Source: an optimization exercise on an open RTL-to-GDS flow (aim: small area). Production flows keep margins and buffers that such runs may drop. Only simulation tests tie the RTL to the original design; equivalence was not proved. Power and IR drop assume default switching activity.

$ cat run.sh
#!/bin/bash
# synth_recipe.tcl (not shown) runs the flow's synth.tcl, then flattens the netlist and writes it again
# the make line also repeats each setting of config.mk as NAME=value (left out here)
make -C /OpenROAD-flow-scripts/flow DESIGN_CONFIG=/design/flow/config.mk WORK_HOME=/design/flow/orfs CLKGATE_MAP_FILE= SYNTH_SCRIPT=/design/flow/synth_recipe.tcl finish
$ cat config.mk
export PLATFORM = sky130hd
export DESIGN_NAME = ALU
export DESIGN_NICKNAME = ALU
export VERILOG_FILES = /design/flow/design.v
export SDC_FILE = /design/flow/constraint.sdc
export NUM_CORES = 4
export LEC_CHECK = 0
export ABC_AREA = 0
export CAP_MARGIN = 20
export CORE_MARGIN = 2
export CORE_UTILIZATION = 45
export GPL_TIMING_DRIVEN = 0
export SLEW_MARGIN = 20
export SYNTH_HIERARCHICAL = 1
export SYNTH_MINIMUM_KEEP_SIZE = 0
$ cat constraint.sdc
create_clock -name core_clock -period 13.5 [get_ports {Clk}]
set_input_delay 2.7000 -clock core_clock [delete_from_list [all_inputs] [get_ports {Clk}]]
set_output_delay 2.7000 -clock core_clock [all_outputs]
set_load 0.01 [all_outputs]
$ cat design.v
module ALU (
    input Clk,
    input Reset,
    input [7:0] operand_A, operand_B,
    input [3:0] Sel,
    output [7:0] Out,
    output [3:0] Flag);
    reg [7:0] Result;
    reg [3:0] FlagCpy;
    wire [7:0] nResult;
    wire [3:0] nFlag;
    assign Out = Result;
    assign Flag = FlagCpy;
    wire [7:0] A = operand_A;
    wire [7:0] B = operand_B;
    wire s_add = (Sel == 4'h0);
    wire s_sub = (Sel == 4'h1);
    wire s_mul = (Sel == 4'h2);
    wire s_div = (Sel == 4'h3);
    wire s_shl = (Sel == 4'h4);
    wire s_shr = (Sel == 4'h5);
    wire s_lgc = (Sel >= 4'h6) && (Sel <= 4'hB);
    wire s_quo = s_div || s_shr;             
    wire sub = s_sub || s_quo;               
    wire b_lo = ~|B[7:3];                    
    wire [7:0] Y = s_shr ? (8'h01 << B[2:0]) : B;
    wire [7:0] Yx = Y ^ {8{sub}};            
    wire [7:0] Yn = ~Yx;
    wire [7:0] hz;
    assign hz[0] = 1'b1;
    genvar g, k;
    generate
        for (g = 1; g < 8; g = g + 1) begin : g_hz
            assign hz[g] = ~|Y[7:8-g];
        end
    endgenerate
    wire [7:0] qz = {8{s_quo}} & hz;         
    wire [7:0] xs_n = ~((s_mul || (s_shr && !b_lo)) ? 8'h00 : A);
    wire [7:0] xn0;                  
    wire [7:0] X0;                   
    wire [7:0] q;                    
    wire [7:0] co;                   
    wire [7:0] pr0, gr0;             
    generate
        for (g = 7; g >= 0; g = g - 1) begin : g_row
            wire [8-g:0] c;
            wire [7-g:0] xi, xo;
            wire e;                  
            localparam ET = (g == 0 || (8 - g) % 2 == 1);
            assign c[0] = sub;
            for (k = 0; k <= 7 - g; k = k + 1) begin : g_bit
                wire p, q2;
                if (k == 0) begin : g_k0
                    assign xi[0] = xs_n[g];
                    ALU_pge u_pg (.xn(xi[0]), .yn(Yn[0]), .p(p), .g(q2));
                    ALU_ce  u_c  (.p(p), .g(q2), .c(c[0]), .cn(c[1]));
                    if (g == 0) begin : g_r0
                        assign pr0[0] = p;
                        assign gr0[0] = q2;
                        ALU_sel0_r u_s (.xn(xi[0]), .t(Y[0]), .e(e), .xo(xo[0]));
                    end else if (ET) begin : g_st
                        ALU_sel0_t u_s (.xn(xi[0]), .t(Y[0]), .e(e), .xon(xo[0]));
                    end else begin : g_sn
                        ALU_sel0_n u_s (.xn(xi[0]), .t(Y[0]), .e(e), .xon(xo[0]));
                    end
                end else if (k == 1) begin : g_k1
                    assign xi[1] = xn0[g+1];
                    ALU_k1pre u_pre (.y(Yx[1]), .cn(c[1]), .pyn(p), .gyn(q2));
                    ALU_co    u_c   (.pn(p), .gn(q2), .cn(xi[1]), .c(c[2]));
                    if (g == 0) begin : g_r0
                        ALU_sel1_r u_s (.xn(xi[1]), .y(Yx[1]), .cn(c[1]), .e(e), .xo(xo[1]));
                        ALU_pge u_pg (.xn(~A[1]), .yn(Yn[1]), .p(pr0[1]), .g(gr0[1]));
                    end else if (ET) begin : g_st
                        ALU_sel1_t u_s (.xn(xi[1]), .y(Yx[1]), .cn(c[1]), .e(e), .xon(xo[1]));
                    end else begin : g_sn
                        ALU_sel1_n u_s (.xn(xi[1]), .y(Yx[1]), .cn(c[1]), .e(e), .xon(xo[1]));
                    end
                end else if (k % 2 == 0) begin : g_ke
                    assign xi[k] = g_row[g+1].xo[k-1];
                    ALU_pge u_pg (.xn(xi[k]), .yn(Yn[k]), .p(p), .g(q2));
                    ALU_ce  u_c  (.p(p), .g(q2), .c(c[k]), .cn(c[k+1]));
                    if (g == 0) begin : g_r0
                        assign pr0[k] = p;
                        assign gr0[k] = q2;
                    end
                    if (ET) begin : g_st
                        ALU_selE_t u_s (.xn(xi[k]), .yn(Yn[k]), .c(c[k]), .e(e), .xo(xo[k]));
                    end else begin : g_sn
                        ALU_selE_n u_s (.xn(xi[k]), .yn(Yn[k]), .c(c[k]), .e(e), .xo(xo[k]));
                    end
                end else begin : g_ko
                    assign xi[k] = g_row[g+1].xo[k-1];
                    ALU_pgo u_pg (.x(xi[k]), .y(Yx[k]), .pn(p), .gn(q2));
                    ALU_co  u_c  (.pn(p), .gn(q2), .cn(c[k]), .c(c[k+1]));
                    if (g == 0) begin : g_r0
                        assign pr0[k] = ~p;
                        assign gr0[k] = ~q2;
                        ALU_selO_r u_s (.x(xi[k]), .y(Yx[k]), .cn(c[k]), .e(e), .xo(xo[k]));
                    end else if (ET) begin : g_st
                        ALU_selO_t u_s (.x(xi[k]), .y(Yx[k]), .cn(c[k]), .e(e), .xon(xo[k]));
                    end else begin : g_sn
                        ALU_selO_n u_s (.x(xi[k]), .y(Yx[k]), .cn(c[k]), .e(e), .xon(xo[k]));
                    end
                end
            end
            if ((8 - g) % 2 == 0) begin : g_co_t
                assign co[g] = c[8-g];
            end else begin : g_co_n
                assign co[g] = ~c[8-g];
            end
            if (g == 0) begin : g_last
                assign e = ~s_mul | A[0];
                assign q[0] = co[0];
                assign X0 = xo;
            end else begin : g_mid
                assign xn0[g] = xo[0];
                if (ET) begin : g_en_t
                    ALU_en_t u_en (.s_mul(s_mul), .a(A[g]), .qzn(~qz[g]), .con(c[8-g]), .en(e));
                    assign q[g] = e;
                end else begin : g_en_n
                    ALU_en_n u_en (.s_mul(s_mul), .a(A[g]), .qz(qz[g]), .co(c[8-g]), .en_n(e));
                    assign q[g] = ~e;
                end
            end
        end
    endgenerate
    assign xn0[0] = ~X0[0];
    wire [8:0] cc;
    assign cc[0] = sub;
    generate
        for (k = 0; k < 8; k = k + 1) begin : g_cmp
            wire p, q2;
            if (k % 2 == 0) begin : g_even
                ALU_pge u_pg (.xn(~A[k]), .yn(Yn[k]), .p(p), .g(q2));
                ALU_ce  u_c  (.p(p), .g(q2), .c(cc[k]), .cn(cc[k+1]));
            end else begin : g_odd
                ALU_pgo u_pg (.x(A[k]), .y(Yx[k]), .pn(p), .gn(q2));
                ALU_co  u_c  (.pn(p), .gn(q2), .cn(cc[k]), .c(cc[k+1]));
            end
        end
    endgenerate
    wire ge = cc[8];
    wire lt = !ge;
    wire mul_ovf_e = |(A[7:1] & (co[7:1] | ~hz[7:1]));
    wire m0 = s_mul && A[0];         
    wire mco = m0 && co[0];
    wire r0 = (Result == 8'h00);
    wire a0 = (A == 8'h00);
    wire b0 = (B == 8'h00);
    wire big = (B > 8);
    wire f5 = big || (B == 8 && A == 1) || (B == 7 && (A == 2 || A == 3)) ||
              (B == 6 && (A <= 7 && A >= 4)) || (B == 5 && (A <= 15 && A >= 8)) ||
              (B == 4 && (A <= 31 && A >= 16));
    wire hold_e = (s_add && ge) || (s_sub && lt) || (s_mul && mul_ovf_e) ||
                  (s_div && lt) || (s_shl && (!a0 || big));
    wire sX = (s_add || s_sub || s_mul) && !hold_e;  
    wire sQ = s_quo && !hold_e;                      
    reg T0, T1, T3;
    always @(*)
    begin
        case (Sel)
            4'h6: {T0, T1, T3} = 3'b001;      
            4'h7: {T0, T1, T3} = 3'b011;      
            4'h8: {T0, T1, T3} = 3'b010;      
            4'h9: {T0, T1, T3} = 3'b101;      
            4'hA: {T0, T1, T3} = 3'b110;      
            4'hB: {T0, T1, T3} = 3'b100;      
            default: {T0, T1, T3} = 3'b000;
        endcase
    end
    wire [7:0] lg;
    generate
        for (k = 0; k < 8; k = k + 1) begin : g_res
            ALU_lgb u_l (.p(pr0[k]), .g(gr0[k]), .T0(T0), .T1(T1), .T3(T3), .y(lg[k]));
            ALU_res u_r (.r(Result[k]), .x(X0[k]), .q(q[k]), .l(lg[k]),
                         .hold(hold_e), .sx(sX), .sq(sQ), .mco(mco),
                         .y(nResult[k]));
        end
    endgenerate
    wire z_e = (s_mul && (a0 || b0 || (mul_ovf_e && r0))) ||
               (s_div && lt && r0) ||
               (s_shl && (r0 || (a0 && !big))) ||
               (s_shr && (!b_lo || lt)) ||
               (s_lgc && lg == 8'h00);
    wire f0_e = FlagCpy[0] || z_e;
    wire f2_e = FlagCpy[2] || (s_mul && mul_ovf_e);
    ALU_late u_f0 (.e(f0_e), .k(m0 && r0), .co0(co[0]), .y(nFlag[0]));
    ALU_late u_f2 (.e(f2_e), .k(m0), .co0(co[0]), .y(nFlag[2]));
    assign nFlag[1] = FlagCpy[1] || (s_add && ge) || (s_shl && (!a0 || big));
    assign nFlag[3] = FlagCpy[3] || (s_sub && lt) || (s_div && lt) || (s_shr && f5);
    always @(posedge Clk, posedge Reset)
    begin
        if(Reset) begin
            Result <= 8'h00;
            FlagCpy <= 4'b0000;
        end else begin
            Result <= nResult;
            FlagCpy <= nFlag;
        end
    end
endmodule
module ALU_pge (input xn, yn, output p, g);
    assign p = ~(xn & yn);
    assign g = ~(xn | yn);
endmodule
module ALU_pgo (input x, y, output pn, gn);
    assign pn = ~(x | y);
    assign gn = ~(x & y);
endmodule
module ALU_ce (input p, g, c, output cn);
    assign cn = ~(g | (p & c));
endmodule
module ALU_co (input pn, gn, cn, output c);
    assign c = ~(gn & (pn | cn));
endmodule
module ALU_k1pre (input y, cn, output pyn, gyn);
    assign pyn = ~y & cn;
    assign gyn = ~y | cn;
endmodule
module ALU_en_t (input s_mul, a, qzn, con, output en);
    assign en = (s_mul & a) | (~qzn & ~con);
endmodule
module ALU_en_n (input s_mul, a, qz, co, output en_n);
    assign en_n = ~((s_mul & a) | (qz & co));
endmodule
module ALU_sel0_t (input xn, t, e, output xon);
    assign xon = xn ^ (e & t);
endmodule
module ALU_sel0_n (input xn, t, e, output xon);
    assign xon = xn ^ (~e & t);
endmodule
module ALU_sel0_r (input xn, t, e, output xo);
    assign xo = ~xn ^ (e & t);
endmodule
module ALU_sel1_t (input xn, y, cn, e, output xon);
    assign xon = xn ^ (e & ~(y ^ cn));
endmodule
module ALU_sel1_n (input xn, y, cn, e, output xon);
    assign xon = xn ^ (~e & ~(y ^ cn));
endmodule
module ALU_sel1_r (input xn, y, cn, e, output xo);
    assign xo = ~xn ^ (e & ~(y ^ cn));
endmodule
module ALU_selE_t (input xn, yn, c, e, output xo);
    assign xo = ~xn ^ (e & ~(yn ^ c));
endmodule
module ALU_selE_n (input xn, yn, c, e, output xo);
    assign xo = ~xn ^ (~e & ~(yn ^ c));
endmodule
module ALU_selO_t (input x, y, cn, e, output xon);
    assign xon = ~(x ^ (e & ~(y ^ cn)));
endmodule
module ALU_selO_n (input x, y, cn, e, output xon);
    assign xon = ~(x ^ (~e & ~(y ^ cn)));
endmodule
module ALU_selO_r (input x, y, cn, e, output xo);
    assign xo = x ^ (e & ~(y ^ cn));
endmodule
module ALU_lgb (input p, g, T0, T1, T3, output y);
    assign y = g ? T3 : (p ? T1 : T0);
endmodule
module ALU_res (input r, x, q, l, hold, sx, sq, mco, output y);
    assign y = mco ? r : ((hold & r) | (sx & x) | (sq & q) | l);
endmodule
module ALU_late (input e, k, co0, output y);
    assign y = e | (k & co0);
endmodule
==> results of run 1 <==
-- how the worst max path moves through the flow --
stage,to,depth (start not counted)
2_1_floorplan,Result[0],59
3_3_place_gp,Result[3],60
3_5_place_dp,Result[0],59
4_1_cts,Result[7],61
5_1_grt,Result[7],62
6_report,Result[7],62
-- cell type report --
cell class,instances,area share [%]
Timing Repair Buffer,51,11.0
Inverter,21,1.97
Sequential cell,12,7.16
Buffer,10,3.19
Clock buffer,4,1.31
Multi-Input combinational cell,434,72.4
Tap cell,99,2.95
-- Yosys stat by module, one instance, submodules excluded, a selection --
module	area, um^2	copies in the design	cells	flops+latches
ALU_co	5.00	20	1	0
ALU_selO_t	21.3	3	3	0
ALU_ce	8.76	24	1	0
ALU_sel0_n	30.0	3	2	0
ALU_res	25.0	8	3	0
ALU_selO_r	21.3	3	3	0
ALU_late	7.51	2	1	0
-- where the power goes --
group / switching, mW / internal, mW / leakage [nW]
clock network: 0.0126 / 0.0257 / 0.0288
registers: 0.00389 / 0.0414 / 0.138
logic: 0.118 / 0.0902 / 1.51
-- routing by layer --
metal	GRT usage, %	wire length, um	up-vias
li1	-	-	1757
met4	6.92	123	0
met2	43.9	4770	119
met5	0	0	-
met1	33.3	4510	1645
met3	2.77	575	12
-- cells by family after synthesis --
group                     synth area share, %
muxes                                    4.01
xor gates and xnor gates                 19.4
AOI/OAI and AO/OA                        29.1
buffers and inverters                    6.50
and+or+nand+nor                          31.8
DFF                                      9.17
-- layout by cell type (no fill, tap or decap), types with 7 or more instances in the layout --
master	instances
sky130_fd_sc_hd__o21ai_2	15
sky130_fd_sc_hd__nor2_1	60
sky130_fd_sc_hd__a21oi_2	25
sky130_fd_sc_hd__clkdlybuf4s50_1	30
sky130_fd_sc_hd__o21ai_1	24
sky130_fd_sc_hd__xor2_1	22
sky130_fd_sc_hd__xnor2_2	12
sky130_fd_sc_hd__nor2_2	8
sky130_fd_sc_hd__mux2i_1	12
sky130_fd_sc_hd__inv_1	20
sky130_fd_sc_hd__buf_4	20
sky130_fd_sc_hd__nand2_1	96
sky130_fd_sc_hd__clkbuf_8	7
sky130_fd_sc_hd__dfrtp_1	12
sky130_fd_sc_hd__nor2b_2	7
sky130_fd_sc_hd__nor3_1	8
sky130_fd_sc_hd__nand2b_1	10
sky130_fd_sc_hd__o21ai_0	13
sky130_fd_sc_hd__a21oi_1	13
sky130_fd_sc_hd__a221oi_2	8
sky130_fd_sc_hd__xnor2_1	32
-- sequential cells by signal, summed over array words and instances, names as in the netlist --
register	count
Result	8
FlagCpy	4
-- worst max-delay path: cells and delay by family --
kind | cells | cell delay (ns)
XOR/XNOR | 9 | 1.74
AND/OR/NAND/NOR | 19 | 2.67
buffers and inverters | 3 | 0.81
AO/OA/AOI/OAI | 31 | 5.00
-- metrics by stage --
stage	utilization, %	instance area [um^2]
2_1_floorplan	-	3270
3_3_place_gp	51.8	3700
3_5_place_dp	52.1	3720
4_1_cts	55.8	3980
5_1_grt	58.7	4190
6_report	58.7	4190
-- timing repair --
action,in CTS,in global routing
pin swaps,6,20
gates cloned,1,0
setup buffers,9,11
setup endpoints to repair,10,10
gates resized for setup,22,24
==> impl_metrics.prom, run 1 <==
# TYPE chip_impl_metric gauge
chip_impl_info{name="result_of_the_run",value="complete, no violations"} 1
chip_impl_metric{name="synth_seq_cells",unit=""} 12
chip_impl_metric{name="worst_path_largest_cell_delay",unit="ns"} 0.48
chip_impl_info{name="critPathKind",value="primary input to flop"} 1
chip_impl_metric{name="crit_fanout",unit=""} 8
chip_impl_metric{name="cellPowerDensity",unit="nW/um^2"} 69.5
chip_impl_metric{name="timing.hold.ws",unit="ns"} 0.455
chip_impl_metric{name="grt_util_overall",unit="%"} 25.3
chip_impl_metric{name="setup_viol_count_final",unit=""} 0
chip_impl_metric{name="route.detailed.vias_per_inst",unit=""} 5.60
chip_impl_metric{name="detailroute.via_count",unit=""} 3533
chip_impl_info{name="post_synth_most_frequent_cells",value="sky130_fd_sc_hd__nand2_1 (98), sky130_fd_sc_hd__nor2_1 (63), sky130_fd_sc_hd__xnor2_1 (41), sky130_fd_sc_hd__o21ai_1 (37), sky130_fd_sc_hd__xor2_1 (26)"} 1
chip_impl_metric{name="start_util",unit="%"} 45.9
chip_impl_info{name="clk_root_buf",value="sky130_fd_sc_hd__clkbuf_8"} 1
chip_impl_metric{name="post_synthesis_sequential_area_ratio",unit="%"} 9.17
chip_impl_metric{name="fp.dieArea",unit="um^2"} 7970
chip_impl_metric{name="antennaDiodeCount",unit=""} 0
chip_impl_metric{name="row_count",unit=""} 31
chip_impl_metric{name="required_time_at_the_endpoint_of_the_critical_path",unit="ns"} 13.62
chip_impl_metric{name="place_hpwl",unit="um"} 7380
chip_impl_metric{name="detail_route.first_pass.iterations",unit=""} 5
chip_impl_metric{name="clock.fmax",unit="MHz"} 78.1
chip_impl_metric{name="maxCapViolCount",unit=""} 0
chip_impl_metric{name="reg2reg_setup_slack",unit="ns"} 11.97
chip_impl_metric{name="fill_cells",unit=""} 711
chip_impl_metric{name="relSlewSlack",unit="%"} 36.1
chip_impl_metric{name="antenna_found_initial",unit=""} 0
chip_impl_metric{name="cts.hold.buffers_added",unit=""} 0
chip_impl_metric{name="flip_flop_and_latch_area",unit="um^2"} 300
chip_impl_metric{name="syn_area_per_cell",unit="um^2"} 6.88
chip_impl_info{name="hold_class",value="flop to flop"} 1
chip_impl_metric{name="boundaryPins",unit=""} 34
chip_impl_metric{name="synthDistinctLibCells",unit=""} 53
chip_impl_metric{name="place.port_buffers",unit=""} 30
chip_impl_metric{name="layout-drive-gt1-share",unit="%"} 25.9
chip_impl_metric{name="syn_area",unit="um^2"} 3270
chip_impl_metric{name="clock_transition_time_at_the_flip_flop_clock_pins_of_the_worst_setup_and_hold_paths",unit="ns"} 0.05
chip_impl_metric{name="postSynthNetCount",unit=""} 498
chip_impl_metric{name="fin_ws",unit="ns"} 0.691
chip_impl_metric{name="core_area",unit="um^2"} 7140
chip_impl_metric{name="detailedPlace.worstSlack",unit="ns"} -2.16
chip_impl_metric{name="total_leakage_power",unit="nW"} 1.68
chip_impl_metric{name="yosysWarnings",unit=""} 7
chip_impl_metric{name="final_max_tran_viols",unit=""} 0
chip_impl_metric{name="grt_first_pass_wirelength",unit="um"} 15800
chip_impl_metric{name="synthCells",unit=""} 476
chip_impl_metric{name="final.period_utilization",unit="%"} 94.9
chip_impl_info{name="timing.critical_path.slowest_stage_cell",value="sky130_fd_sc_hd__clkdlybuf4s50_1"} 1
chip_impl_metric{name="timing.critical_path.arrival",unit="ns"} 12.92
chip_impl_metric{name="count_of_flip_flops_with_a_built_in_enable_after_synthesis",unit=""} 0
chip_impl_metric{name="place_congestion",unit=""} 0.955
chip_impl_metric{name="drt_wl_total",unit="um"} 9980
chip_impl_metric{name="layout_overhead_on_the_synthesized_area",unit="%"} 28.1
chip_impl_info{name="most_used_standard_cell_by_instance_count_after_synthesis",value="sky130_fd_sc_hd__nand2_1"} 1
chip_impl_metric{name="setup_tns",unit="ns"} 0
chip_impl_metric{name="drt_iter0_drc",unit=""} 237
chip_impl_metric{name="final_nets",unit=""} 555
chip_impl_metric{name="numCtsBuffers",unit=""} 3
chip_impl_metric{name="r2r_cells",unit=""} 6
chip_impl_metric{name="die_height",unit="um"} 89.3
chip_impl_info{name="worstReg2RegEnd",value="FlagCpy[0]"} 1
chip_impl_metric{name="vias_in_the_first_global_route",unit=""} 3260
chip_impl_metric{name="synthDominantCellAreaShare",unit="%"} 11.2
chip_impl_metric{name="routedWlPerCell",unit="um"} 15.8
chip_impl_info{name="rr_startpoint",value="Result[1]"} 1
chip_impl_metric{name="grt_max_degree",unit=""} 25
chip_impl_metric{name="post-place-cells",unit=""} 606
chip_impl_metric{name="die_w",unit="um"} 89.3
chip_impl_metric{name="worst_skew_pair_later_pin_latency",unit="ns"} 0.24
chip_impl_info{name="tritoncts_clock_tree",value="done"} 1
chip_impl_metric{name="finalHoldViolations",unit=""} 0
chip_impl_metric{name="totalPowerFinal",unit="uW"} 291
chip_impl_info{name="cpMostUsedCell",value="sky130_fd_sc_hd__a21oi_2"} 1
chip_impl_metric{name="multiInputGateArea",unit="um^2"} 3040
chip_impl_info{name="min_to",value="FlagCpy[1]"} 1
chip_impl_metric{name="drc_errors",unit=""} 0
chip_impl_metric{name="cts_buffer_depth",unit=""} 2
chip_impl_metric{name="antenna_violating_nets_post_route",unit=""} 0
chip_impl_metric{name="tightest_slew",unit="ns"} 0.959
chip_impl_metric{name="h_tree_lvl_count",unit=""} 1
chip_impl_info{name="critPathLaunchType",value="primary input"} 1
chip_impl_info{name="synth_area_leader_cell",value="sky130_fd_sc_hd__nand2_1"} 1
chip_impl_metric{name="fin_worst_skew",unit="ns"} 0.00417
chip_impl_metric{name="worst_ir_drop_on_vdd",unit="uV"} 27.4
chip_impl_metric{name="gr-total-overflow",unit=""} 0
chip_impl_info{name="critPathCaptureType",value="flop"} 1
chip_impl_metric{name="post_layout_nonfiller_instances",unit=""} 631
chip_impl_info{name="hp-start",value="FlagCpy[1]"} 1
chip_impl_info{name="post_synth_main_area_contributors",value="sky130_fd_sc_hd__nand2_1 (11%), sky130_fd_sc_hd__xnor2_1 (11%), sky130_fd_sc_hd__dfrtp_1 (9.2%), sky130_fd_sc_hd__nor2_1 (7.2%), sky130_fd_sc_hd__xor2_1 (7.0%)"} 1
chip_impl_metric{name="final.min_clock_period",unit="ns"} 12.81
chip_impl_metric{name="hold-path-cell-count",unit=""} 2
chip_impl_info{name="critical_path.startpoint",value="operand_B[5]"} 1
chip_impl_metric{name="async_flop_share",unit="%"} 100
chip_impl_metric{name="clock-sinks",unit=""} 12
chip_impl_info{name="ys_dominant_reg_cell",value="sky130_fd_sc_hd__dfrtp_1"} 1
==> inputs of run 2 (changes only) <==
==> flow/run.sh (new file) <==
#!/bin/bash
set -euo pipefail
export BUFFER_PORTS_ARGS="-buffer_cell sky130_fd_sc_hd__buf_1"
export RECOVER_POWER=100
bash standard.sh > standard.log 2>&1
==> standard.sh (new file) <==
#!/bin/bash
# synth_recipe.tcl (not shown) runs the flow's synth.tcl, then flattens the netlist and writes it again
# the make line also repeats each setting of config.mk as NAME=value (left out here)
make -C /OpenROAD-flow-scripts/flow DESIGN_CONFIG=/design/flow/config.mk WORK_HOME=/design/flow/orfs CLKGATE_MAP_FILE= SYNTH_SCRIPT=/design/flow/synth_recipe.tcl "${@:-finish}"
removed: run.sh
==> run 2 against run 1 <==
  * Combinational power shrank 7%
  * Clock-buffer cell count fell by 1
  * Clock power fell by 19%
  * Critical endpoint unchanged
  * Synthesized area stayed put
  * Clock skew is 0.0015 ns lower
==> impl_metrics.prom, run 2 <==
# TYPE chip_impl_metric gauge
chip_impl_info{name="result_of_the_run",value="complete, no violations"} 1
chip_impl_metric{name="synth_seq_cells",unit=""} 12
chip_impl_metric{name="grt_max_degree",unit=""} 25
chip_impl_metric{name="crit_buf_inv",unit=""} 4
chip_impl_metric{name="clock_transition_time_at_the_flip_flop_clock_pins_of_the_worst_setup_and_hold_paths",unit="ns"} 0.05
chip_impl_info{name="post_synth_main_area_contributors",value="sky130_fd_sc_hd__nand2_1 (11%), sky130_fd_sc_hd__xnor2_1 (11%), sky130_fd_sc_hd__dfrtp_1 (9.2%), sky130_fd_sc_hd__nor2_1 (7.2%), sky130_fd_sc_hd__xor2_1 (7.0%)"} 1
chip_impl_metric{name="final_area",unit="um^2"} 3900
chip_impl_metric{name="worst_path_largest_cell_delay",unit="ns"} 0.35
chip_impl_metric{name="clock.fmax",unit="MHz"} 77.9
chip_impl_metric{name="worst_skew_pair_later_pin_latency",unit="ns"} 0.23
chip_impl_metric{name="drt_iter0_drc",unit=""} 317
chip_impl_metric{name="antenna_violating_nets_post_route",unit=""} 0
chip_impl_metric{name="synthDistinctLibCells",unit=""} 53
chip_impl_metric{name="synthDominantCellAreaShare",unit="%"} 11.2
chip_impl_metric{name="async_flop_share",unit="%"} 100
chip_impl_info{name="critPathKind",value="primary input to flop"} 1
chip_impl_metric{name="drt_wl_total",unit="um"} 9960
chip_impl_metric{name="count_of_flip_flops_with_a_built_in_enable_after_synthesis",unit=""} 0
chip_impl_metric{name="relSlewSlack",unit="%"} 36.1
chip_impl_metric{name="required_time_at_the_endpoint_of_the_critical_path",unit="ns"} 13.61
chip_impl_metric{name="tightest_slew",unit="ns"} 0.958
chip_impl_metric{name="cts_buffer_depth",unit=""} 2
chip_impl_info{name="clk_root_buf",value="sky130_fd_sc_hd__clkbuf_8"} 1
chip_impl_metric{name="start_util",unit="%"} 45.9
chip_impl_metric{name="antennaDiodeCount",unit=""} 0
chip_impl_metric{name="total_leakage_power",unit="nW"} 1.56
chip_impl_info{name="most_used_standard_cell_by_instance_count_after_synthesis",value="sky130_fd_sc_hd__nand2_1"} 1
chip_impl_metric{name="place_hpwl",unit="um"} 7350
chip_impl_metric{name="yosysWarnings",unit=""} 7
chip_impl_info{name="hold_class",value="flop to flop"} 1
chip_impl_metric{name="die_w",unit="um"} 89.3
chip_impl_metric{name="core_area",unit="um^2"} 7140
chip_impl_info{name="layout.cells.most_common",value="sky130_fd_sc_hd__nand2_1"} 1
chip_impl_metric{name="timing.critical_path.arrival",unit="ns"} 12.95
chip_impl_metric{name="clock-sinks",unit=""} 12
chip_impl_metric{name="finalHoldViolations",unit=""} 0
chip_impl_metric{name="post_synthesis_sequential_area_ratio",unit="%"} 9.17
chip_impl_info{name="regMostFlops",value="Result"} 1
chip_impl_metric{name="setup_viol_count_final",unit=""} 0
chip_impl_metric{name="numCtsBuffers",unit=""} 3
chip_impl_info{name="cpMostUsedCell",value="sky130_fd_sc_hd__a21oi_2"} 1
chip_impl_metric{name="boundaryPins",unit=""} 34
chip_impl_info{name="final_cell_mix",value="sky130_fd_sc_hd__nand2_1 (97), sky130_fd_sc_hd__nor2_1 (62), sky130_fd_sc_hd__xnor2_1 (32)"} 1
chip_impl_info{name="tritoncts_clock_tree",value="done"} 1
chip_impl_metric{name="vias_in_the_first_global_route",unit=""} 3221
chip_impl_metric{name="h_tree_lvl_count",unit=""} 1
chip_impl_metric{name="fin_worst_skew",unit="ns"} 0.00268
chip_impl_metric{name="largest_register_ffs",unit=""} 8
chip_impl_metric{name="syn_area_per_cell",unit="um^2"} 6.88
chip_impl_metric{name="drc_errors",unit=""} 0
chip_impl_metric{name="final_max_tran_viols",unit=""} 0
chip_impl_metric{name="place.port_buffers",unit=""} 30
chip_impl_metric{name="routedWlPerCell",unit="um"} 15.9
chip_impl_info{name="critPathCaptureType",value="flop"} 1
chip_impl_info{name="hp-start",value="FlagCpy[1]"} 1
chip_impl_metric{name="detailroute.via_count",unit=""} 3536
chip_impl_metric{name="layout-drive-gt1-share",unit="%"} 23.2
chip_impl_info{name="timing.critical_path.slowest_stage_cell",value="sky130_fd_sc_hd__and4bb_4"} 1
chip_impl_info{name="largest_delay_share_family_worst_path",value="compound AO/OA/AOI/OAI gates"} 1
chip_impl_metric{name="row_count",unit=""} 31
chip_impl_metric{name="finish.utilization",unit="%"} 54.7
chip_impl_info{name="critical_path.startpoint",value="Sel[3]"} 1
chip_impl_metric{name="final.period_utilization",unit="%"} 95.1
chip_impl_metric{name="grt_first_pass_wirelength",unit="um"} 15900
chip_impl_info{name="post_synth_most_frequent_cells",value="sky130_fd_sc_hd__nand2_1 (98), sky130_fd_sc_hd__nor2_1 (63), sky130_fd_sc_hd__xnor2_1 (41), sky130_fd_sc_hd__o21ai_1 (37), sky130_fd_sc_hd__xor2_1 (26)"} 1
chip_impl_metric{name="antenna_found_initial",unit=""} 0
chip_impl_info{name="critPathLaunchType",value="primary input"} 1
chip_impl_info{name="synth_area_leader_cell",value="sky130_fd_sc_hd__nand2_1"} 1
chip_impl_metric{name="post-place-cells",unit=""} 607
chip_impl_metric{name="gr-total-overflow",unit=""} 0
chip_impl_metric{name="route.detailed.vias_per_inst",unit=""} 5.66
chip_impl_metric{name="cellPowerDensity",unit="nW/um^2"} 69.3
chip_impl_metric{name="cts.hold.buffers_added",unit=""} 0
chip_impl_metric{name="final.min_clock_period",unit="ns"} 12.84
chip_impl_metric{name="synthCells",unit=""} 476
chip_impl_metric{name="postSynthNetCount",unit=""} 498
chip_impl_metric{name="layout_overhead_on_the_synthesized_area",unit="%"} 19.2
chip_impl_metric{name="crit_fanout",unit=""} 10
chip_impl_info{name="layout_top_registers",value="Result (8), FlagCpy (4)"} 1
chip_impl_metric{name="final_nets",unit=""} 550
chip_impl_metric{name="place_congestion",unit=""} 0.963
chip_impl_metric{name="die_height",unit="um"} 89.3
chip_impl_metric{name="fp.dieArea",unit="um^2"} 7970
chip_impl_metric{name="worst_ir_drop_on_vdd",unit="uV"} 25.9
chip_impl_metric{name="syn_area",unit="um^2"} 3270
chip_impl_metric{name="post_layout_nonfiller_instances",unit=""} 625
chip_impl_metric{name="maxCapViolCount",unit=""} 0
chip_impl_info{name="rr_startpoint",value="Result[1]"} 1
chip_impl_metric{name="grt_util_overall",unit="%"} 25.5
chip_impl_metric{name="placement.cell_area",unit="um^2"} 3540
chip_impl_info{name="ys_dominant_reg_cell",value="sky130_fd_sc_hd__dfrtp_1"} 1
chip_impl_metric{name="detail_route.first_pass.iterations",unit=""} 5
-- run 2: per-module statistics from Yosys, one instance, submodules excluded, excerpt --
module | times used | cells | flops+latches
ALU_ce | 24 | 1 | 0
ALU_en_t | 4 | 1 | 0
ALU_k1pre | 7 | 2 | 0
ALU_lgb | 8 | 3 | 0
ALU_pge | 25 | 2 | 0
ALU_sel0_n | 3 | 2 | 0
ALU_sel1_r | 1 | 3 | 0
ALU_selE_n | 3 | 3 | 0
-- run 2: final cells by class --
type                            count  area [um^2]
Fill cell                         732         3230
Clock buffer                        3         41.3
Inverter                           21         82.6
Sequential cell                    12          300
Buffer                             10          134
Multi-Input combinational cell    433         2980
Tap cell                           99          124
Timing Repair Buffer               47          243
-- run 2: kinds of logic (layout without fill, tap and decap cells) --
logic type / count (synthesis) / after routing / synth area share (%)
AO/OA/AOI/OAI: 130 / 130 / 29.1
XOR/XNOR: 70 / 70 / 19.4
buffers and inverters: 31 / 81 / 6.50
flip-flops: 12 / 12 / 9.17
multiplexers: 13 / 13 / 4.01
AND/OR/NAND/NOR: 220 / 220 / 31.8
-- run 2: metrics by stage --
stage	setup TNS, ns	hold WS [ns]	total power, mW	worst slack (ns)
detailed placement	-16.09	0.447	0.222	-1.73
CTS	0	0.463	0.259	0.0686
global route	-0.0213	0.511	0.296	-0.0209
floorplan	0	0.497	0.185	0.203
global placement	-28.94	0.448	0.217	-3.01
finish	0	0.461	0.270	0.665
-- run 2: worst paths after layout --
kind / endpoint / slack (ns) / depth (start not counted)
max reg2reg: FlagCpy[0] / 11.99 / 6
min: FlagCpy[1] / 0.46 / 2
min in group asynchronous: Result[5] / 2.44 / 2
max: Result[7] / 0.66 / 62
max in group asynchronous: Result[6] / 10.76 / 2
min reg2reg: FlagCpy[1] / 0.46 / 2
-- run 2: where the power goes --
group	internal, mW	switching, mW
logic	0.0777	0.116
clock network	0.0195	0.0117
registers	0.0415	0.00372
-- run 2: routing by layer --
metal  part of all wire, %  vias to the layer above  global-route usage (%)
met5                     0                        -                       0
met4                   2.9                        0                    8.82
met3                   6.5                       24                    2.12
met2                    46                      134                    41.6
met1                    45                     1628                    35.1
li1                      -                     1750                       -
-- run 2: what timing repair did --
item / in CTS / in global routing
resized for setup: 15 / 22
endpoints found under the setup margin: 10 / 10
setup buffers: 5 / 9
pin swaps: 2 / 10
-- run 2: tightest hold or removal path: cells and delay by family, from the launching register on --
kind,cells,cell delay [ns]
flops,1,0.34
compound gates,1,0.05
buf+inv,1,0.04
==> inputs of run 3 (changes only) <==
==> flow/run.sh (replaced) <==
#!/bin/bash
set -euo pipefail
export POST_SYNTH_TCL="$(pwd)/flow/downsize.tcl"
export BUFFER_PORTS_ARGS="-buffer_cell sky130_fd_sc_hd__buf_1"
export RECOVER_POWER=100
bash standard.sh > standard.log 2>&1
==> flow/downsize.tcl (new file) <==
# POST_SYNTH hook: set every combinational cell of the synthesized netlist to
# the smallest-area drive strength of the same cell (the same name up to the
# _N drive suffix), so that ABC's drive choices, made without placement or
# real loads, do not stay in the layout. The flow's own repair_design and
# repair_timing then upsize only the cells that timing, slew or load need.
set dont_use {}
if {[info exists ::env(DONT_USE_CELLS)]} { set dont_use $::env(DONT_USE_CELLS) }
proc ds_dont_use {name} {
  foreach pat $::dont_use { if {[string match $pat $name]} { return 1 } }
  return 0
}
set db [ord::get_db]
# smallest master for each base name: lowest area, then highest drive number
array set best {}
foreach lib [$db getLibs] {
  foreach m [$lib getMasters] {
    set n [$m getName]
    if {![regexp {^(sky130_fd_sc_hd__[a-z0-9]+(?:_[a-z0-9]+)*?)_([0-9]+)$} $n -> base drv]} { continue }
    if {[ds_dont_use $n]} { continue }
    set a [expr {[$m getWidth] * [$m getHeight]}]
    if {![info exists best($base)]} {
      set best($base) [list $a $drv $m]
    } else {
      lassign $best($base) ba bd bm
      if {$a < $ba || ($a == $ba && $drv > $bd)} { set best($base) [list $a $drv $m] }
    }
  }
}
set block [ord::get_db_block]
set swapped 0
foreach inst [$block getInsts] {
  set m [$inst getMaster]
  set n [$m getName]
  # registers keep the cell synthesis gave them
  if {[string match "sky130_fd_sc_hd__df*" $n] || [string match "sky130_fd_sc_hd__dl*" $n] || [string match "sky130_fd_sc_hd__sdf*" $n] || [string match "sky130_fd_sc_hd__edf*" $n]} { continue }
  if {![regexp {^(sky130_fd_sc_hd__[a-z0-9]+(?:_[a-z0-9]+)*?)_([0-9]+)$} $n -> base drv]} { continue }
  if {![info exists best($base)]} { continue }
  set bm [lindex $best($base) 2]
  if {[$bm getName] ne $n} {
    puts "downsize [$inst getName] $n -> [$bm getName]"
    $inst swapMaster $bm
    incr swapped
  }
}
puts "downsize: $swapped cells set to their smallest drive strength"
==> run 3 against run 2 <==
  * The flow now stops in 1_synth
==> impl_metrics.prom, run 3 <==
# TYPE chip_impl_metric gauge
chip_impl_info{name="result_of_the_run",value="did not finish"} 1
chip_impl_info{name="last_stage_reached",value="1_synth"} 1
chip_impl_info{name="error",value="Error: synth_odb.tcl, 7 can't read \"::dont_use\": no such variable"} 1
chip_impl_metric{name="yosysWarnings",unit=""} 7
==> inputs of run 4 (changes only) <==
--- a/flow/downsize.tcl
+++ b/flow/downsize.tcl
@@ -4,8 +4,8 @@
 # real loads, do not stay in the layout. The flow's own repair_design and
 # repair_timing then upsize only the cells that timing, slew or load need.
-set dont_use {}
-if {[info exists ::env(DONT_USE_CELLS)]} { set dont_use $::env(DONT_USE_CELLS) }
+set ::ds_dont_use {}
+if {[info exists ::env(DONT_USE_CELLS)]} { set ::ds_dont_use $::env(DONT_USE_CELLS) }
 proc ds_dont_use {name} {
-  foreach pat $::dont_use { if {[string match $pat $name]} { return 1 } }
+  foreach pat $::ds_dont_use { if {[string match $pat $name]} { return 1 } }
   return 0
 }
--- a/config.mk
+++ b/config.mk
@@ -11,4 +11,5 @@
 export CORE_UTILIZATION = 45
 export GPL_TIMING_DRIVEN = 0
+export SETUP_SLACK_MARGIN = -0.3
 export SLEW_MARGIN = 20
 export SYNTH_HIERARCHICAL = 1
==> run 4 against run 3 <==
  * Now clean on timing, DRC and antenna
==> impl_metrics.prom, run 4 <==
# TYPE chip_impl_metric gauge
chip_impl_metric{name="timing.hold.ws",unit="ns"} 0.474
chip_impl_metric{name="fill_cells",unit=""} 653
chip_impl_metric{name="antenna_violating_nets_post_route",unit=""} 0
chip_impl_info{name="layout.cells.most_common",value="sky130_fd_sc_hd__nand2_1"} 1
chip_impl_metric{name="drc_errors",unit=""} 0
chip_impl_metric{name="r2r_cells",unit=""} 6
chip_impl_info{name="tritoncts_clock_tree",value="done"} 1
chip_impl_metric{name="finalHoldViolations",unit=""} 0
chip_impl_metric{name="gr-total-overflow",unit=""} 0
chip_impl_metric{name="setup_tns",unit="ns"} 0
chip_impl_metric{name="layout_overhead_on_the_synthesized_area",unit="%"} 23.8
chip_impl_metric{name="h_tree_lvl_count",unit=""} 1
chip_impl_metric{name="maxCapViolCount",unit=""} 0
chip_impl_metric{name="cts.hold.buffers_added",unit=""} 0
chip_impl_metric{name="synthCells",unit=""} 476
chip_impl_info{name="largest_delay_share_family_worst_path",value="compound AO/OA/AOI/OAI gates"} 1
chip_impl_metric{name="syn_area_per_cell",unit="um^2"} 6.12
chip_impl_metric{name="worst_path_largest_cell_delay",unit="ns"} 0.34
chip_impl_metric{name="total_switching_power",unit="uW"} 128
chip_impl_metric{name="fin_worst_skew",unit="ns"} 0.00480
chip_impl_info{name="regMostFlops",value="Result"} 1
chip_impl_metric{name="reg2reg_setup_slack",unit="ns"} 12.04
chip_impl_metric{name="hold-path-cell-count",unit=""} 2
chip_impl_metric{name="detail_route.first_pass.iterations",unit=""} 5
chip_impl_metric{name="dr_wl_met2",unit="um"} 4430
chip_impl_metric{name="core_area",unit="um^2"} 6310
chip_impl_metric{name="numCtsBuffers",unit=""} 3
chip_impl_info{name="hp-start",value="FlagCpy[1]"} 1
chip_impl_metric{name="yosysWarnings",unit=""} 7
chip_impl_info{name="final_cell_mix",value="sky130_fd_sc_hd__nand2_1 (96), sky130_fd_sc_hd__nor2_1 (67), sky130_fd_sc_hd__o21ai_1 (39)"} 1
chip_impl_metric{name="place_congestion",unit=""} 0.996
chip_impl_metric{name="syn_area",unit="um^2"} 2910
chip_impl_metric{name="final.min_clock_period",unit="ns"} 13.09
chip_impl_info{name="critPathLaunchType",value="primary input"} 1
chip_impl_metric{name="clock-sinks",unit=""} 12
chip_impl_metric{name="grt_first_pass_wirelength",unit="um"} 16100
chip_impl_metric{name="power.internal",unit="uW"} 138
chip_impl_metric{name="grt_max_degree",unit=""} 25
chip_impl_metric{name="cellPowerDensity",unit="nW/um^2"} 73.6
chip_impl_metric{name="drt_wl_total",unit="um"} 9780
chip_impl_info{name="top_layer",value="met4"} 1
chip_impl_metric{name="postSynthNetCount",unit=""} 498
chip_impl_metric{name="largest_register_ffs",unit=""} 8
chip_impl_metric{name="multiInputGateArea",unit="um^2"} 2800
chip_impl_metric{name="comb_power_share",unit="%"} 67.9
chip_impl_metric{name="antennaDiodeCount",unit=""} 0
chip_impl_metric{name="drt_iter0_drc",unit=""} 354
chip_impl_metric{name="fp.dieArea",unit="um^2"} 7130
chip_impl_metric{name="die_height",unit="um"} 84.4
chip_impl_metric{name="power_frac_clock",unit="%"} 15.0
chip_impl_metric{name="final_max_tran_viols",unit=""} 0
chip_impl_metric{name="start_util",unit="%"} 46.1
chip_impl_metric{name="timing.critical_path.arrival",unit="ns"} 13.21
chip_impl_metric{name="routedWlPerCell",unit="um"} 16.3
chip_impl_metric{name="place_hpwl",unit="um"} 7040
chip_impl_metric{name="setup_viol_count_final",unit=""} 0
chip_impl_metric{name="boundaryPins",unit=""} 34
chip_impl_metric{name="crit_buf_inv",unit=""} 1
chip_impl_metric{name="worst_skew_pair_later_pin_latency",unit="ns"} 0.24
chip_impl_metric{name="clock_transition_time_at_the_flip_flop_clock_pins_of_the_worst_setup_and_hold_paths",unit="ns"} 0.06
chip_impl_info{name="worstReg2RegEnd",value="FlagCpy[0]"} 1
chip_impl_metric{name="final.period_utilization",unit="%"} 97.0
chip_impl_info{name="result_of_the_run",value="complete, no violations"} 1
chip_impl_metric{name="layout-drive-gt1-share",unit="%"} 19.0
chip_impl_metric{name="worst_ir_drop_on_vdd",unit="uV"} 66.9
chip_impl_metric{name="tightest_slew",unit="ns"} 1.02
chip_impl_metric{name="die_w",unit="um"} 84.4
chip_impl_metric{name="p_seq_share",unit="%"} 17.1
chip_impl_metric{name="flip_flop_and_latch_area",unit="um^2"} 300
chip_impl_metric{name="grt_util_overall",unit="%"} 27.4
chip_impl_metric{name="routed-wl-met3",unit="um"} 584
chip_impl_metric{name="relSlewSlack",unit="%"} 31.3
chip_impl_metric{name="met1Wirelength",unit="um"} 4520
chip_impl_info{name="cpMostUsedCell",value="sky130_fd_sc_hd__a21oi_2"} 1
chip_impl_metric{name="required_time_at_the_endpoint_of_the_critical_path",unit="ns"} 13.62
chip_impl_metric{name="crit_fanout",unit=""} 9
chip_impl_info{name="hold_class",value="flop to flop"} 1
chip_impl_metric{name="row_count",unit=""} 29
chip_impl_metric{name="route.detailed.vias_per_inst",unit=""} 5.90
chip_impl_metric{name="clock.fmax",unit="MHz"} 76.4
chip_impl_metric{name="vias_in_the_first_global_route",unit=""} 3209
chip_impl_metric{name="antenna_found_initial",unit=""} 0
chip_impl_info{name="layout_top_registers",value="Result (8), FlagCpy (4)"} 1
chip_impl_metric{name="place.port_buffers",unit=""} 30
chip_impl_metric{name="final_nets",unit=""} 544
chip_impl_info{name="min_to",value="FlagCpy[1]"} 1
chip_impl_metric{name="cts_buffer_depth",unit=""} 2
chip_impl_info{name="critPathCaptureType",value="flop"} 1
chip_impl_metric{name="detailroute.via_count",unit=""} 3528
chip_impl_info{name="rr_startpoint",value="Result[1]"} 1
chip_impl_info{name="critPathKind",value="primary input to flop"} 1
chip_impl_metric{name="power_switching_share",unit="%"} 48.1
chip_impl_info{name="timing.critical_path.slowest_stage_cell",value="sky130_fd_sc_hd__buf_1"} 1
chip_impl_metric{name="total_leakage_power",unit="nW"} 1.40
chip_impl_info{name="clk_root_buf",value="sky130_fd_sc_hd__clkbuf_8"} 1
## run 4: worst max-delay path by stage
stage	slack, ns	start	end	cells after the start
after global routing	-0.39	Sel[1]	Result[7]	60
after detailed placement	-3.68	Sel[2]	Result[1]	61
final	0.41	Sel[1]	Result[7]	60
after floorplan	0.23	Sel[2]	Result[0]	59
after CTS	-0.30	operand_B[5]	Result[7]	61
after global placement	-3.41	Sel[2]	Result[2]	60
## run 4: area by class of cell
type,instances,share of cell area (%)
Clock buffer,4,1.53
Sequential cell,12,8.33
Multi-Input combinational cell,433,77.7
Tap cell,77,2.67
Buffer,6,1.11
Inverter,21,2.33
Timing Repair Buffer,45,6.32
## run 4: stage by stage
| step | setup slack, ns | cell area [um^2] | power (mW) | cells | util (%) |
|---|---|---|---|---|---|
| floorplan | 0.232 | 2910 | 0.168 | 476 | - |
| global placement | -3.41 | 3120 | 0.200 | 583 | 49.4 |
| detailed placement | -3.68 | 3130 | 0.203 | 583 | 49.5 |
| CTS | -0.298 | 3400 | 0.251 | 593 | 53.9 |
| global route | -0.395 | 3600 | 0.288 | 598 | 57.1 |
| finish | 0.410 | 3600 | 0.265 | 598 | 57.1 |
## run 4: timing repair
action / in CTS / in global routing
cloned: 0 / 0
buffers inserted: 10 / 5
gates resized for setup: 31 / 36
endpoints found under the setup margin: 10 / 10
pin swaps: 6 / 9
## run 4: routing by layer
layer	GRT usage, %	up-vias
met1	39.5	1634
met5	0	-
met4	7.07	0
met2	44.7	131
li1	-	1740
met3	1.77	23
## run 4: worst register-to-register path, delay by kind of cell (launching register included)
kind	cells	cell delay (ns)
flip-flops	1	0.39
AO/OA/AOI/OAI	3	0.45
AND/OR/NAND/NOR	3	0.56
## run 4: power groups by stage
| stage | clock network [mW] | registers (mW) | logic, mW |
|---|---|---|---|
| after floorplan | 0 | 0.0481 | 0.120 |
| after global placement | 0 | 0.0459 | 0.154 |
| after detailed placement | 0 | 0.0461 | 0.157 |
| after CTS | 0.0401 | 0.0455 | 0.165 |
| after global routing | 0.0421 | 0.0461 | 0.199 |
| final | 0.0398 | 0.0454 | 0.180 |
==> inputs of run 5 (changes only) <==
--- a/config.mk
+++ b/config.mk
@@ -15,2 +15,3 @@
 export SYNTH_HIERARCHICAL = 1
 export SYNTH_MINIMUM_KEEP_SIZE = 0
+export TNS_END_PERCENT = 0
==> run 5 against run 4 <==
  * Still clean
  * Clock-buffer cell count stayed put
  * First-iteration DRC count stayed put
  * Core utilization stayed put
  * Clock power hardly changed
  * Combinational power hardly changed
  * Power stayed put
  * Highest routed layer unchanged
==> impl_metrics.prom, run 5 <==
# TYPE chip_impl_metric gauge
chip_impl_info{name="result_of_the_run",value="complete, no violations"} 1
chip_impl_metric{name="syn_area",unit="um^2"} 2910
chip_impl_metric{name="timing.critical_path.arrival",unit="ns"} 13.21
chip_impl_metric{name="antenna_found_initial",unit=""} 0
chip_impl_metric{name="die_height",unit="um"} 84.4
chip_impl_metric{name="crit_fanout",unit=""} 9
chip_impl_metric{name="antenna_violating_nets_post_route",unit=""} 0
chip_impl_info{name="min_to",value="FlagCpy[1]"} 1
chip_impl_info{name="timing.critical_path.slowest_stage_cell",value="sky130_fd_sc_hd__buf_1"} 1
chip_impl_metric{name="synthCells",unit=""} 476
chip_impl_metric{name="detail_route.first_pass.iterations",unit=""} 5
chip_impl_metric{name="grt_util_overall",unit="%"} 27.4
chip_impl_metric{name="maxCapViolCount",unit=""} 0
chip_impl_metric{name="place_congestion",unit=""} 0.996
chip_impl_metric{name="grt_max_degree",unit=""} 25
chip_impl_metric{name="start_util",unit="%"} 46.1
chip_impl_metric{name="reg2reg_setup_slack",unit="ns"} 12.04
chip_impl_metric{name="cts_buffer_depth",unit=""} 2
chip_impl_info{name="hp-start",value="FlagCpy[1]"} 1
chip_impl_info{name="cpMostUsedCell",value="sky130_fd_sc_hd__a21oi_2"} 1
chip_impl_metric{name="final.period_utilization",unit="%"} 97.0
chip_impl_metric{name="clock_transition_time_at_the_flip_flop_clock_pins_of_the_worst_setup_and_hold_paths",unit="ns"} 0.06
chip_impl_metric{name="detailroute.via_count",unit=""} 3528
chip_impl_metric{name="syn_area_per_cell",unit="um^2"} 6.12
chip_impl_metric{name="fin_worst_skew",unit="ns"} 0.00480
chip_impl_metric{name="tightest_slew",unit="ns"} 1.02
chip_impl_metric{name="clock.fmax",unit="MHz"} 76.4
chip_impl_metric{name="post-place-cells",unit=""} 583
chip_impl_metric{name="drt_iter0_drc",unit=""} 354
chip_impl_metric{name="h_tree_lvl_count",unit=""} 1
chip_impl_metric{name="total_switching_power",unit="uW"} 128
chip_impl_info{name="rr_startpoint",value="Result[1]"} 1
chip_impl_metric{name="power_switching_share",unit="%"} 48.1
chip_impl_metric{name="place.port_buffers",unit=""} 30
chip_impl_metric{name="yosysWarnings",unit=""} 7
chip_impl_info{name="worstReg2RegEnd",value="FlagCpy[0]"} 1
chip_impl_metric{name="grt_first_pass_wirelength",unit="um"} 16100
chip_impl_metric{name="final.min_clock_period",unit="ns"} 13.09
chip_impl_metric{name="power_frac_clock",unit="%"} 15.0
chip_impl_info{name="regMostFlops",value="Result"} 1
chip_impl_metric{name="largest_register_ffs",unit=""} 8
chip_impl_metric{name="boundaryPins",unit=""} 34
chip_impl_metric{name="routedWlPerCell",unit="um"} 16.3
chip_impl_metric{name="vias_in_the_first_global_route",unit=""} 3209
chip_impl_metric{name="power.internal",unit="uW"} 138
chip_impl_metric{name="layout-drive-gt1-share",unit="%"} 19.0
chip_impl_info{name="layout_top_registers",value="Result (8), FlagCpy (4)"} 1
chip_impl_metric{name="cellPowerDensity",unit="nW/um^2"} 73.6
chip_impl_metric{name="numCtsBuffers",unit=""} 3
chip_impl_metric{name="place_hpwl",unit="um"} 7040
chip_impl_info{name="clk_root_buf",value="sky130_fd_sc_hd__clkbuf_8"} 1
chip_impl_metric{name="timing.hold.ws",unit="ns"} 0.474
chip_impl_metric{name="p_seq_share",unit="%"} 17.1
chip_impl_metric{name="comb_power_share",unit="%"} 67.9
chip_impl_metric{name="setup_viol_count_final",unit=""} 0
chip_impl_info{name="layout.cells.most_common",value="sky130_fd_sc_hd__nand2_1"} 1
chip_impl_metric{name="worst_path_largest_cell_delay",unit="ns"} 0.34
chip_impl_info{name="critPathKind",value="primary input to flop"} 1
chip_impl_metric{name="layout_overhead_on_the_synthesized_area",unit="%"} 23.8
chip_impl_metric{name="drc_errors",unit=""} 0
chip_impl_metric{name="post_layout_nonfiller_instances",unit=""} 598
chip_impl_metric{name="gr-total-overflow",unit=""} 0
chip_impl_metric{name="clock-sinks",unit=""} 12
chip_impl_info{name="critPathLaunchType",value="primary input"} 1
chip_impl_info{name="hold_class",value="flop to flop"} 1
chip_impl_metric{name="fp.dieArea",unit="um^2"} 7130
chip_impl_metric{name="total_leakage_power",unit="nW"} 1.40
chip_impl_metric{name="final_nets",unit=""} 544
chip_impl_metric{name="core_area",unit="um^2"} 6310
chip_impl_metric{name="totalPowerFinal",unit="uW"} 265
chip_impl_metric{name="hold-path-cell-count",unit=""} 2
chip_impl_metric{name="postSynthNetCount",unit=""} 498
chip_impl_metric{name="drt_wl_total",unit="um"} 9780
chip_impl_info{name="critPathCaptureType",value="flop"} 1
chip_impl_metric{name="route.detailed.vias_per_inst",unit=""} 5.90
chip_impl_metric{name="relSlewSlack",unit="%"} 31.3
chip_impl_metric{name="worst_ir_drop_on_vdd",unit="uV"} 66.9
chip_impl_metric{name="antennaDiodeCount",unit=""} 0
chip_impl_info{name="tritoncts_clock_tree",value="done"} 1
chip_impl_metric{name="required_time_at_the_endpoint_of_the_critical_path",unit="ns"} 13.62
chip_impl_metric{name="die_w",unit="um"} 84.4
chip_impl_info{name="final_cell_mix",value="sky130_fd_sc_hd__nand2_1 (96), sky130_fd_sc_hd__nor2_1 (67), sky130_fd_sc_hd__o21ai_1 (39)"} 1
chip_impl_metric{name="cts.hold.buffers_added",unit=""} 0
chip_impl_metric{name="final_max_tran_viols",unit=""} 0
chip_impl_metric{name="row_count",unit=""} 29
chip_impl_metric{name="finalHoldViolations",unit=""} 0
chip_impl_metric{name="worst_skew_pair_later_pin_latency",unit="ns"} 0.24
chip_impl_metric{name="r2r_cells",unit=""} 6
-- run 5: repair_timing --
item	in CTS	in global routing
setup buffers	10	5
pin swaps	6	9
gates resized for setup	31	36
gates cloned	0	0
endpoints found under the setup margin	10	10
-- run 5: final cells by class --
type,instances,area (um^2)
well taps,77,96.3
flip-flops and latches,12,300
repair buffers,45,228
inverters,21,83.8
plain buffers,6,40.0
fillers,653,2710
multi-input cells,433,2800
clock buffers,4,55.1
-- run 5: worst max-delay path, delay by kind of cell --
kind                      cells  cell delay [ns]
muxes                         1             0.32
buffers and inverters         1             0.34
and+or+nand+nor              14             2.03
xor gates and xnor gates      9             1.50
AOI/OAI and AO/OA            35             6.30
-- run 5: metal layers --
layer	GRT usage, %	part of all wire [%]
met1	39.5	46
met2	44.7	45
met3	1.77	6.0
met4	7.07	2.5
met5	0	0
-- run 5: how the worst max path moves through the flow --
stage | slack (ns) | from | depth (start not counted) | to
CTS | -0.30 | operand_B[5] | 61 | Result[7]
detailed placement | -3.68 | Sel[2] | 61 | Result[1]
global route | -0.39 | Sel[1] | 60 | Result[7]
floorplan | 0.23 | Sel[2] | 59 | Result[0]
global placement | -3.41 | Sel[2] | 60 | Result[2]
finish | 0.41 | Sel[1] | 60 | Result[7]
-- run 5: power groups by stage --
stage | Clock (mW) | Sequential [mW] | Combinational [mW]
after global placement | 0 | 0.0459 | 0.154
after detailed placement | 0 | 0.0461 | 0.157
after floorplan | 0 | 0.0481 | 0.120
after CTS | 0.0401 | 0.0455 | 0.165
after global routing | 0.0421 | 0.0461 | 0.199
final | 0.0398 | 0.0454 | 0.180
-- run 5: stage by stage --
step	TNS, ns	utilization, %	instance area, um^2	worst slack, ns
floorplan	0	-	2910	0.232
global placement	-33.12	49.4	3120	-3.41
detailed placement	-35.76	49.5	3130	-3.68
CTS	-2.09	53.9	3400	-0.298
global route	-2.75	57.1	3600	-0.395
finish	0	57.1	3600	0.410
==> inputs of run 6 (changes only) <==
--- a/flow/run.sh
+++ b/flow/run.sh
@@ -4,3 +4,4 @@
 export BUFFER_PORTS_ARGS="-buffer_cell sky130_fd_sc_hd__buf_1"
 export RECOVER_POWER=100
+export SKIP_INCREMENTAL_REPAIR=1
 bash standard.sh > standard.log 2>&1
--- a/config.mk
+++ b/config.mk
@@ -11,7 +11,5 @@
 export CORE_UTILIZATION = 45
 export GPL_TIMING_DRIVEN = 0
-export SETUP_SLACK_MARGIN = -0.3
 export SLEW_MARGIN = 20
 export SYNTH_HIERARCHICAL = 1
 export SYNTH_MINIMUM_KEEP_SIZE = 0
-export TNS_END_PERCENT = 0
==> run 6 against run 5 <==
  * The layout now fails its checks (negative setup slack)
  * Sequential power about the same
  * Synthesized cell count unchanged
  * Cell count decreased by 0.84%
  * Global-route usage increased by 0.087 points
  * Synthesized area unchanged
  * Worst hold slack got worse by 0.0062 ns
  * Via count decreased by 1.4%
  * Power decreased by 3.3%
  * Largest cell class unchanged
  * Largest power group unchanged
==> impl_metrics.prom, run 6 <==
# TYPE chip_impl_metric gauge
chip_impl_metric{name="fin_worst_skew",unit="ns"} 0.00433
chip_impl_metric{name="synthCells",unit=""} 476
chip_impl_metric{name="layout_overhead_on_the_synthesized_area",unit="%"} 17.8
chip_impl_metric{name="start_util",unit="%"} 46.1
chip_impl_metric{name="met1Wirelength",unit="um"} 4430
chip_impl_metric{name="required_time_at_the_endpoint_of_the_critical_path",unit="ns"} 13.62
chip_impl_info{name="critPathLaunchType",value="primary input"} 1
chip_impl_metric{name="die_height",unit="um"} 84.4
chip_impl_metric{name="syn_area",unit="um^2"} 2910
chip_impl_metric{name="route.detailed.vias_per_inst",unit=""} 5.87
chip_impl_metric{name="place_congestion",unit=""} 0.996
chip_impl_metric{name="clock.fmax",unit="MHz"} 72.9
chip_impl_metric{name="row_count",unit=""} 29
chip_impl_metric{name="post_layout_nonfiller_instances",unit=""} 593
chip_impl_metric{name="detail_route.first_pass.iterations",unit=""} 5
chip_impl_metric{name="h_tree_lvl_count",unit=""} 1
chip_impl_metric{name="worst_path_largest_cell_delay",unit="ns"} 0.50
chip_impl_metric{name="tightest_slew",unit="ns"} 1.03
chip_impl_metric{name="reg2reg_setup_slack",unit="ns"} 12.03
chip_impl_metric{name="cts_buffer_depth",unit=""} 2
chip_impl_metric{name="fin_ws",unit="ns"} -0.221
chip_impl_info{name="timing.critical_path.slowest_stage_cell",value="sky130_fd_sc_hd__or3_1"} 1
chip_impl_info{name="failing_layout_checks_criteria",value="negative setup slack"} 1
chip_impl_metric{name="die_w",unit="um"} 84.4
chip_impl_info{name="hold_class",value="flop to flop"} 1
chip_impl_metric{name="antenna_found_initial",unit=""} 0
chip_impl_metric{name="worst_ir_drop_on_vdd",unit="uV"} 67.4
chip_impl_metric{name="vias_in_the_first_global_route",unit=""} 3293
chip_impl_metric{name="postSynthNetCount",unit=""} 498
chip_impl_metric{name="final_nets",unit=""} 539
chip_impl_metric{name="number_of_gates_resized_after_cts",unit=""} 42
chip_impl_metric{name="cts.hold.buffers_added",unit=""} 0
chip_impl_metric{name="numCtsBuffers",unit=""} 3
chip_impl_metric{name="timing.critical_path.arrival",unit="ns"} 13.84
chip_impl_metric{name="antennaDiodeCount",unit=""} 0
chip_impl_metric{name="cellPowerDensity",unit="nW/um^2"} 74.8
chip_impl_metric{name="clock-sinks",unit=""} 12
chip_impl_metric{name="worst_skew_pair_later_pin_latency",unit="ns"} 0.24
chip_impl_info{name="top_layer",value="met4"} 1
chip_impl_metric{name="syn_area_per_cell",unit="um^2"} 6.12
chip_impl_info{name="regMostFlops",value="Result"} 1
chip_impl_metric{name="final.min_clock_period",unit="ns"} 13.72
chip_impl_metric{name="gr-total-overflow",unit=""} 0
chip_impl_metric{name="drt_wl_total",unit="um"} 9540
chip_impl_metric{name="detailroute.via_count",unit=""} 3479
chip_impl_info{name="critPathCaptureType",value="flop"} 1
chip_impl_metric{name="totalPowerFinal",unit="uW"} 257
chip_impl_info{name="layout_top_registers",value="Result (8), FlagCpy (4)"} 1
chip_impl_metric{name="setup_viol_count_final",unit=""} 8
chip_impl_metric{name="total_leakage_power",unit="nW"} 1.33
chip_impl_metric{name="setup_tns",unit="ns"} -1.37
chip_impl_metric{name="post-place-cells",unit=""} 583
chip_impl_metric{name="routed-wl-met3",unit="um"} 594
chip_impl_metric{name="place_hpwl",unit="um"} 7040
chip_impl_metric{name="fp.dieArea",unit="um^2"} 7130
chip_impl_metric{name="crit_fanout",unit=""} 8
chip_impl_metric{name="routedWlPerCell",unit="um"} 16.1
chip_impl_metric{name="yosysWarnings",unit=""} 7
chip_impl_metric{name="drc_errors",unit=""} 0
chip_impl_info{name="result_of_the_run",value="failed layout checks"} 1
chip_impl_metric{name="core_area",unit="um^2"} 6310
chip_impl_metric{name="place.port_buffers",unit=""} 30
chip_impl_metric{name="relSlewSlack",unit="%"} 30.9
chip_impl_metric{name="antenna_violating_nets_post_route",unit=""} 0
chip_impl_metric{name="dr_wl_met2",unit="um"} 4260
chip_impl_info{name="tritoncts_clock_tree",value="done"} 1
chip_impl_metric{name="largest_register_ffs",unit=""} 8
chip_impl_metric{name="fill_cells",unit=""} 666
chip_impl_metric{name="final_max_tran_viols",unit=""} 0
chip_impl_metric{name="grt_max_degree",unit=""} 25
chip_impl_metric{name="maxCapViolCount",unit=""} 0
-- run 6: per-stage QoR --
step / utilization (%) / hold slack, ns / area (um^2)
finish: 54.3 / 0.468 / 3430
global route: 54.3 / 0.488 / 3430
global placement: 49.4 / 0.452 / 3120
CTS: 54.3 / 0.475 / 3430
detailed placement: 49.5 / 0.461 / 3130
floorplan: - / 0.494 / 2910
-- run 6: final timing paths --
kind / endpoint / start / cells after the start
min in group asynchronous: FlagCpy[3] / Reset / 2
worst max register to register: FlagCpy[0] / Result[1] / 6
worst max-delay path: Result[7] / operand_B[5] / 62
worst min register to register: FlagCpy[1] / FlagCpy[1] / 2
max in group asynchronous: Result[1] / Reset / 2
worst min-delay path: FlagCpy[1] / FlagCpy[1] / 2
-- run 6: critical path, delay by kind of cell --
family	cells	cell delay, ns
XOR/XNOR	9	1.56
AND/OR/NAND/NOR	16	2.67
buffers and inverters	2	0.29
AO/OA/AOI/OAI	35	6.59
-- run 6: layout make-up --
type | instances | area (um^2) | share of cell area, %
Multi-Input combinational cell | 433 | 2680 | 78.1
Sequential cell | 12 | 300 | 8.76
Timing Repair Buffer | 37 | 165 | 4.82
Tap cell | 77 | 96.3 | 2.81
Inverter | 21 | 78.8 | 2.30
Buffer | 9 | 56.3 | 1.64
Clock buffer | 4 | 55.1 | 1.61
-- run 6: report_power, final --
| group | switching [mW] | internal (mW) |
|---|---|---|
| sequential | 0.00395 | 0.0414 |
| combinational | 0.106 | 0.0657 |
| clock | 0.0141 | 0.0258 |
-- run 6: layer usage --
metal / GRT usage, % / vias up
met3: 2.26 / 24
met1: 38.9 / 1596
met4: 10.2 / 0
met2: 43.8 / 123
met5: 0 / -
li1: - / 1736

-- static timing again, ports no longer ideal --
Ports are ideal in the flow. The routed layouts listed here were re-timed in OpenROAD. Step 1 sets driving cells, clkbuf_16 on the clock port and buf_2 on the other inputs (assumed; they add their load-dependent delay and slew). Step 2 also shifts input and output timing later by t, the mid clock arrival at the registers, as if the neighbouring blocks saw the same clock. a / b / c = ideal / step 1 / step 2; a / b = the first two.
run	t (ns)	setup WS [ns]	worst setup path after step 2	worst data-port slew with drivers (ns)
run 1	0.258	0.691 / 0.693 / 0.436	input to register	0.04
run 2	0.256	0.665 / 0.666 / 0.411	input to register	0.05
run 4	0.264	0.410 / 0.408 / 0.145	input to register	0.03
run 5	0.264	0.410 / 0.408 / 0.145	input to register	0.03
run 6	0.263	-0.221 / -0.219 / -0.482	input to register	0.03
